This is an optimization exercise on Yosys and OpenROAD, whose aim is small area, not a production implementation.
Where RTL was checked, it was by simulation tests only, not by an equivalence proof against the original.
Power and IR drop assume default switching activity.

Design gba_drawer_merge, start of the top module:
module gba_drawer_merge
(
   input             clk100,
   input             enable,
   input             hblank,
   input      [7:0]  xpos,
   input      [7:0]  ypos,
   input             in_WND0_on,
   input             in_WND1_on,
   input             in_WNDOBJ_on,
   input      [7:0]  in_WND0_X1,
   input      [7:0]  in_WND0_X2,
   input      [7:0]  in_WND0_Y1,
   input      [7:0]  in_WND0_Y2,
   input      [7:0]  in_WND1_X1,
   input      [7:0]  in_WND1_X2,
   input      [7:0]  in_WND1_Y1,
   input      [7:0]  in_WND1_Y2,
   input      [5:0]  in_enables_wnd0,
   input      [5:0]  in_enables_wnd1,
   input      [5:0]  in_enables_wndobj,
   input      [5:0]  in_enables_wndout,
   input      [1:0]  in_special_effect_in,
   input             in_effect_1st_bg0,
   input             in_effect_1st_bg1,
   input             in_effect_1st_bg2,
   input             in_effect_1st_bg3,
   input             in_effect_1st_obj,
  ...
For scale: roughly 1300 cells after synthesis.
clock: 10.0 ns
lec_check: 0
cap_margin: 20
core_margin: 2
core_utilization: 40
slew_margin: 20
run.sh (not shown) runs the stock make flow with config.mk's settings and CLKGATE_MAP_FILE= SYNTH_SCRIPT=/design/flow/synth_recipe.tcl, a recipe that flattens the netlist after the stock synthesis.
==> next run, changes <==
--- a/flow/design.v
+++ b/flow/design.v
@@ -43,28 +43,28 @@
    input             in_ena_bg0,
    input             in_ena_bg1,
    input             in_ena_bg2,
    input             in_ena_bg3,
    input             in_ena_obj,
    input      [15:0] pixeldata_bg0,
    input      [15:0] pixeldata_bg1,
    input      [15:0] pixeldata_bg2,
    input      [15:0] pixeldata_bg3,
    input      [18:0] pixeldata_obj,
    input      [15:0] pixeldata_back,
    input             objwindow_in,
-   output reg [14:0] pixeldata_out,
-   output reg [7:0]  pixel_x,
+   output     [14:0] pixeldata_out,
+   output     [7:0]  pixel_x,
    output     [7:0]  pixel_y,
-   output reg        pixel_we
+   output            pixel_we
 );
    localparam OBJ = 4;
    localparam BD  = 5;
    function in_range;
       input [7:0] pos, lo, hi;
       begin
          in_range = (lo <= hi) ? (pos >= lo && pos < hi) : (pos >= lo || pos < hi);
       end
    endfunction
    function [4:0] sat16;
       input [4:0] v;
       begin
@@ -159,22 +159,19 @@
                       ({15{nxt[OBJ]}} & pixeldata_obj[14:0]) |
                       ({15{nxt[BD]}}  & pixeldata_back[14:0]);
    wire [4:0] ydown = 5'd16 - bldy;
    wire [4:0] k1 = !special ? 5'd16 : m_alpha ? eva : ydown;
    wire [4:0] k2 = !special ? 5'd0  : m_alpha ? evb : eff[0] ? 5'd1 : bldy;
    wire [4:0] bconst = {~eff[0], 4'b1111};
    genvar c;
    generate
       for (c = 0; c < 3; c = c + 1) begin : g_ch
          wire [4:0] a  = cola[5*c +: 5];
          wire [4:0] bo = m_alpha ? colb[5*c +: 5] : bconst;
          wire [9:0] s  = mul16(a, k1) + mul16(bo, k2);
-         always @(posedge clk100)
-            pixeldata_out[5*c +: 5] <= s[9] ? 5'd31 : s[8:4];
+         assign pixeldata_out[5*c +: 5] = s[9] ? 5'd31 : s[8:4];
       end
    endgenerate
-   always @(posedge clk100) begin
-      pixel_x  <= xpos;
-      pixel_we <= enable;
-   end
-   assign pixel_y = ypos;
+   assign pixel_x  = xpos;
+   assign pixel_y  = ypos;
+   assign pixel_we = enable;
 endmodule
Result: This time the run finished but failed the layout checks on setup timing; combinational power stays flat; via count is lower by 5.6%; utilization is higher by 1.6 points; final area fell by 3.9%; clock-buffer cell count fell by 10; cell count decreases by 4.0%; sequential power is lower by about 24%; routed wire length decreases by about 8%; die area is lower by about 7%.
No run of this note included a check of the RTL's function; only the layout flow was run.

---

gba_drawer_merge, a different RTL version from the one above (not shown whole).
For scale: about 140 flip-flops, about 280 I/O pins, roughly 0.012 mm^2 of cells after synthesis.
make LEC_CHECK=0 CAP_MARGIN=20 CORE_MARGIN=2 CORE_UTILIZATION=40 SLEW_MARGIN=20 finish   # period 10.0 ns
Change:
--- a/flow/design.v
+++ b/flow/design.v
@@ -44,23 +44,23 @@
    input             in_ena_bg1,
    input             in_ena_bg2,
    input             in_ena_bg3,
    input             in_ena_obj,
    input      [15:0] pixeldata_bg0,
    input      [15:0] pixeldata_bg1,
    input      [15:0] pixeldata_bg2,
    input      [15:0] pixeldata_bg3,
    input      [18:0] pixeldata_obj,
    input      [15:0] pixeldata_back,
    input             objwindow_in,
-   output     [14:0] pixeldata_out,
+   output reg [14:0] pixeldata_out,
    output reg [7:0]  pixel_x,
    output     [7:0]  pixel_y,
    output reg        pixel_we
 );
    localparam OBJ = 4;
    localparam BD  = 5;
    function ge8;
       input [7:0] a, b;
       integer i;
       reg c;
       begin
@@ -156,47 +156,42 @@
                       ({15{top[1]}}   & pixeldata_bg1[14:0]) |
                       ({15{top[2]}}   & pixeldata_bg2[14:0]) |
                       ({15{top[3]}}   & pixeldata_bg3[14:0]) |
                       ({15{top[OBJ]}} & pixeldata_obj[14:0]) |
                       ({15{top[BD]}}  & pixeldata_back[14:0]);
    wire [14:0] colb = ({15{nxt[0]}}   & pixeldata_bg0[14:0]) |
                       ({15{nxt[1]}}   & pixeldata_bg1[14:0]) |
                       ({15{nxt[2]}}   & pixeldata_bg2[14:0]) |
                       ({15{nxt[3]}}   & pixeldata_bg3[14:0]) |
                       ({15{nxt[OBJ]}} & pixeldata_obj[14:0]) |
                       ({15{nxt[BD]}}  & pixeldata_back[14:0]);
-   reg [14:0] cola_r, colb_r;
-   reg        special_r, m_alpha_r;
-   always @(posedge clk100) begin
-      cola_r    <= cola;
-      colb_r    <= colb;
-      special_r <= special;
-      m_alpha_r <= m_alpha;
-      pixel_x   <= xpos;
-      pixel_we  <= enable;
-   end
-   assign pixel_y = ypos;
    wire [4:0] ydown = 5'd16 - bldy;
-   wire [4:0] k1 = !special_r ? 5'd16 : m_alpha_r ? eva : ydown;
-   wire [4:0] k2 = !special_r ? 5'd0  : m_alpha_r ? evb : eff[0] ? 5'd1 : bldy;
+   wire [4:0] k1 = !special ? 5'd16 : m_alpha ? eva : ydown;
+   wire [4:0] k2 = !special ? 5'd0  : m_alpha ? evb : eff[0] ? 5'd1 : bldy;
    wire [4:0] bconst = {~eff[0], 4'b1111};
    genvar c;
    generate
       for (c = 0; c < 3; c = c + 1) begin : g_ch
-         wire [4:0] a  = cola_r[5*c +: 5];
-         wire [4:0] bo = m_alpha_r ? colb_r[5*c +: 5] : bconst;
+         wire [4:0] a  = cola[5*c +: 5];
+         wire [4:0] bo = m_alpha ? colb[5*c +: 5] : bconst;
          wire [9:0] s;
          gba_drawer_merge_madd u_madd (.a(a), .b(bo), .k1(k1), .k2(k2), .s(s));
-         assign pixeldata_out[5*c +: 5] = s[9] ? 5'd31 : s[8:4];
+         always @(posedge clk100)
+            pixeldata_out[5*c +: 5] <= s[9] ? 5'd31 : s[8:4];
       end
    endgenerate
+   always @(posedge clk100) begin
+      pixel_x  <= xpos;
+      pixel_we <= enable;
+   end
+   assign pixel_y = ypos;
 endmodule
 module gba_drawer_merge_madd
 (
    input  [4:0] a, b, k1, k2,
    output [9:0] s
 );
    wire pa00 = a[0] & k1[0];
    wire pa01 = a[0] & k1[1];
    wire pa02 = a[0] & k1[2];
    wire pa03 = a[0] & k1[3];
    wire pa10 = a[1] & k1[0];
With this change the flow finished with negative setup slack left.
Non-clock buffer count is higher by 174.
Count of clock-buffer cells in the layout is unchanged.
Global-route usage is higher by 2.0 points.
Clock power is higher by 3.5%.
Die area is lower by 2.1%.
Worst hold slack gets better by 0.85 ns.
Routed wire length is higher by 5.1%.
Setup slack gets worse by 1.7 ns.
Via count is higher by 5.3%.
Sequential share of layout area is lower by 4.1 points.
Clock skew is higher by 0.0040 ns.
Total power is higher by 9.6%.
Sequential cell count is lower by 17.
Design area is higher by 9.5%.
For the second run of this note, only the layout was checked, not whether the RTL still works.

---

Another version of the RTL of gba_drawer_merge (not shown whole).
For scale: roughly 1200 cells after synthesis, ~280 I/O pins.
// gba_drawer_merge
module gba_drawer_merge
(
   input             clk100,
   input             enable,
   input             hblank,
   input      [7:0]  xpos,
   input      [7:0]  ypos,
   input             in_WND0_on,
   input             in_WND1_on,
   input             in_WNDOBJ_on,
   input      [7:0]  in_WND0_X1,
   input      [7:0]  in_WND0_X2,
   input      [7:0]  in_WND0_Y1,
   input      [7:0]  in_WND0_Y2,
   input      [7:0]  in_WND1_X1,
   input      [7:0]  in_WND1_X2,
   input      [7:0]  in_WND1_Y1,
   input      [7:0]  in_WND1_Y2,
   input      [5:0]  in_enables_wnd0,
   input      [5:0]  in_enables_wnd1,
   input      [5:0]  in_enables_wndobj,
   input      [5:0]  in_enables_wndout,
   input      [1:0]  in_special_effect_in,
   input             in_effect_1st_bg0,
   input             in_effect_1st_bg1,
   input             in_effect_1st_bg2,
   input             in_effect_1st_bg3,
   input             in_effect_1st_obj,
   input             in_effect_1st_BD,
   input             in_effect_2nd_bg0,
   input             in_effect_2nd_bg1,
   input             in_effect_2nd_bg2,
   input             in_effect_2nd_bg3,
   input             in_effect_2nd_obj,
   input             in_effect_2nd_BD,
   input      [1:0]  in_Prio_BG0,
   input      [1:0]  in_Prio_BG1,
   input      [1:0]  in_Prio_BG2,
   input      [1:0]  in_Prio_BG3,
   input      [4:0]  in_EVA,
  ...
==> flow/config.mk <==
export PLATFORM = sky130hd
export DESIGN_NAME = gba_drawer_merge
export DESIGN_NICKNAME = gba_drawer_merge
export VERILOG_FILES = /design/flow/design.v
export SDC_FILE = /design/flow/constraint.sdc
export NUM_CORES = 4
export LEC_CHECK = 0
export CAP_MARGIN = 20
export CORE_MARGIN = 2
export CORE_UTILIZATION = 40
export SLEW_MARGIN = 20
export SYNTH_HIERARCHICAL = 1
export SYNTH_MINIMUM_KEEP_SIZE = 0
==> flow/constraint.sdc <==
create_clock -name core_clock -period 10.0 [get_ports {clk100}]
set_input_delay 2.0000 -clock core_clock [delete_from_list [all_inputs] [get_ports {clk100}]]
set_output_delay 2.0000 -clock core_clock [all_outputs]
set_load 0.01 [all_outputs]
standard.sh (not shown) runs the stock make flow with config.mk's settings and CLKGATE_MAP_FILE= SYNTH_SCRIPT=/design/flow/synth_recipe.tcl, a recipe that flattens the netlist after the stock synthesis.
==> flow/flow/run.sh <==
#!/bin/bash
# The standard layout (standard.sh) with the smallest buffer on the ports and
# a clock tree of small buffers without dummy loads.
export BUFFER_PORTS_ARGS="-buffer_cell sky130_fd_sc_hd__buf_1"
export CTS_ARGS="-sink_clustering_enable -repair_clock_nets -dont_use_dummy_load -buf_list {sky130_fd_sc_hd__clkbuf_4 sky130_fd_sc_hd__clkbuf_8}"
bash standard.sh > standard.log 2>&1
The baseline completed with no timing, DRC or antenna violations.
Rerun with:
--- a/flow/design.v
+++ b/flow/design.v
@@ -89,39 +89,42 @@
    wire [7:0] nypos = ~ypos;
    wire       y0_lt_lo, y0_lt_hi, y0_wrap, y1_lt_lo, y1_lt_hi, y1_wrap;
    gba_drawer_merge_lt8 u_y0lo (.na(nypos),       .b(in_WND0_Y1), .lt(y0_lt_lo));
    gba_drawer_merge_lt8 u_y0hi (.na(nypos),       .b(in_WND0_Y2), .lt(y0_lt_hi));
    gba_drawer_merge_lt8 u_y0wr (.na(~in_WND0_Y2), .b(in_WND0_Y1), .lt(y0_wrap));
    gba_drawer_merge_lt8 u_y1lo (.na(nypos),       .b(in_WND1_Y1), .lt(y1_lt_lo));
    gba_drawer_merge_lt8 u_y1hi (.na(nypos),       .b(in_WND1_Y2), .lt(y1_lt_hi));
    gba_drawer_merge_lt8 u_y1wr (.na(~in_WND1_Y2), .b(in_WND1_Y1), .lt(y1_wrap));
-   localparam NCFG = 95;
-   wire [NCFG-1:0] cfg_new = {
-      in_WND0_X1, in_WND0_X2, in_WND1_X1, in_WND1_X2,
-      in_WND0_on && in_range(y0_lt_lo, y0_lt_hi, y0_wrap),
-      in_WND1_on && in_range(y1_lt_lo, y1_lt_hi, y1_wrap),
-      in_enables_wnd0[5], in_enables_wnd0[4:0] & ena,
-      in_enables_wnd1[5], in_enables_wnd1[4:0] & ena,
-      anyw ? {in_enables_wndobj[5], in_enables_wndobj[4:0] & ena} : {1'b1, ena},
-      anyw ? {in_enables_wndout[5], in_enables_wndout[4:0] & ena} : {1'b1, ena},
-      in_special_effect_in,
-      in_effect_1st_BD, in_effect_1st_obj, in_effect_1st_bg3,
-      in_effect_1st_bg2, in_effect_1st_bg1, in_effect_1st_bg0,
-      in_effect_2nd_BD, in_effect_2nd_obj, in_effect_2nd_bg3,
-      in_effect_2nd_bg2, in_effect_2nd_bg1, in_effect_2nd_bg0,
-      in_Prio_BG0, in_Prio_BG1, in_Prio_BG2, in_Prio_BG3,
-      sat16(in_EVA), sat16(in_EVB), sat16(in_BLDY)};
-   wire [NCFG-1:0] cfg_q = {w0x1, w0x2, w1x1, w1x2, w0y, w1y, e_w0, e_w1, e_obj, e_out,
-                            eff, ft, st, p0, p1, p2, p3, eva, evb, bldy};
-   wire [NCFG-1:0] cfg_d;
-   gba_drawer_merge_hold #(.W(NCFG)) u_hold (.h(hblank), .hn(~hblank), .d(cfg_new), .q(cfg_q), .y(cfg_d));
-   always @(posedge clk100)
-      {w0x1, w0x2, w1x1, w1x2, w0y, w1y, e_w0, e_w1, e_obj, e_out,
-       eff, ft, st, p0, p1, p2, p3, eva, evb, bldy} <= cfg_d;
+   always @(posedge clk100) begin
+      if (hblank) begin
+         w0x1  <= in_WND0_X1;
+         w0x2  <= in_WND0_X2;
+         w1x1  <= in_WND1_X1;
+         w1x2  <= in_WND1_X2;
+         w0y   <= in_WND0_on && in_range(y0_lt_lo, y0_lt_hi, y0_wrap);
+         w1y   <= in_WND1_on && in_range(y1_lt_lo, y1_lt_hi, y1_wrap);
+         e_w0  <= {in_enables_wnd0[5], in_enables_wnd0[4:0] & ena};
+         e_w1  <= {in_enables_wnd1[5], in_enables_wnd1[4:0] & ena};
+         e_obj <= anyw ? {in_enables_wndobj[5], in_enables_wndobj[4:0] & ena} : {1'b1, ena};
+         e_out <= anyw ? {in_enables_wndout[5], in_enables_wndout[4:0] & ena} : {1'b1, ena};
+         eff   <= in_special_effect_in;
+         ft    <= {in_effect_1st_BD, in_effect_1st_obj, in_effect_1st_bg3,
+                   in_effect_1st_bg2, in_effect_1st_bg1, in_effect_1st_bg0};
+         st    <= {in_effect_2nd_BD, in_effect_2nd_obj, in_effect_2nd_bg3,
+                   in_effect_2nd_bg2, in_effect_2nd_bg1, in_effect_2nd_bg0};
+         p0    <= in_Prio_BG0;
+         p1    <= in_Prio_BG1;
+         p2    <= in_Prio_BG2;
+         p3    <= in_Prio_BG3;
+         eva   <= sat16(in_EVA);
+         evb   <= sat16(in_EVB);
+         bldy  <= sat16(in_BLDY);
+      end
+   end
    wire [1:0] op = pixeldata_obj[18:17];
    wire       obj_alpha = pixeldata_obj[16];
    wire [7:0] nxpos = ~xpos;
    wire       x0_lt_lo, x0_lt_hi, x0_wrap, x1_lt_lo, x1_lt_hi, x1_wrap;
    gba_drawer_merge_lt8 u_x0lo (.na(nxpos), .b(w0x1), .lt(x0_lt_lo));
    gba_drawer_merge_lt8 u_x0hi (.na(nxpos), .b(w0x2), .lt(x0_lt_hi));
    gba_drawer_merge_lt8 u_x0wr (.na(~w0x2), .b(w0x1), .lt(x0_wrap));
    gba_drawer_merge_lt8 u_x1lo (.na(nxpos), .b(w1x1), .lt(x1_lt_lo));
@@ -366,26 +369,15 @@
 (
    input  a, b, c,
    output s, co
 );
    wire x = a ^ b;
    assign s  = x ^ c;
    assign co = (a & b) | (c & x);
 endmodule
-module gba_drawer_merge_hold
-#(
-   parameter W = 1
-)
-(
-   input          h, hn,
-   input  [W-1:0] d, q,
-   output [W-1:0] y
-);
-   assign y = ({W{h}} & d) | ({W{hn}} & q);
-endmodule
 module gba_drawer_merge_xnor
 (
    input  a, b,
    output y
 );
    assign y = ~(a ^ b);
 endmodule
What happened: The new run finished clean; routed wire length fell by 3.5%; via count fell by 6.6%; non-clock buffer count rose by 6; area after synthesis fell by 2.3%; clock skew stays flat; fmax fell by 0.37%; die area fell by 2.3%; utilization rose by 1.2 points; setup slack is worse by 0.034 ns; design area hardly moves; power rose by 21%.
No functional check of the RTL was part of the first run of this note.

==> what the ideal ports hide <==
The results above use ideal ports. As a check the final layouts listed here were re-extracted and re-timed, cells and wires unchanged.
Step 1 sets driving cells, clkbuf_16 on the clock port and buf_2 on the other inputs (assumed; they add their load-dependent delay and slew).
Step 2 times the ports against the registers' clock, not the clock port: input delays grow and output delays shrink by t, the midpoint of the rising clock arrivals with the driver on.
a / b / c = no drivers / after step 1 / after step 2; a / b = the first two.
| run | t (ns) | setup slack, ns | worst setup path at the end |
|---|---|---|---|
| the first run of note 1 | 0.485 | 0.244 / 0.264 / -0.221 | input to register |
| the second run of note 1 | 0.394 | -2.034 / -2.079 / -2.079 | input to output |
| the first run of note 2 | 0.467 | 0.691 / 0.640 / 1.107 | register to output |
| the second run of note 2 | 0.469 | -1.033 / -1.019 / -1.488 | input to register |
| the first run of note 3 | 0.473 | 0.634 / 0.593 / 1.066 | register to output |
| the second run of note 3 | 0.488 | 0.599 / 0.552 / 1.040 | register to output |
With both steps, setup timing fails in the first run of note 1, where it was met with ideal ports. For the first run of note 1, which loses most, drivers alone change the setup slack by +0.020 ns; drivers and shift together by -0.465 ns.
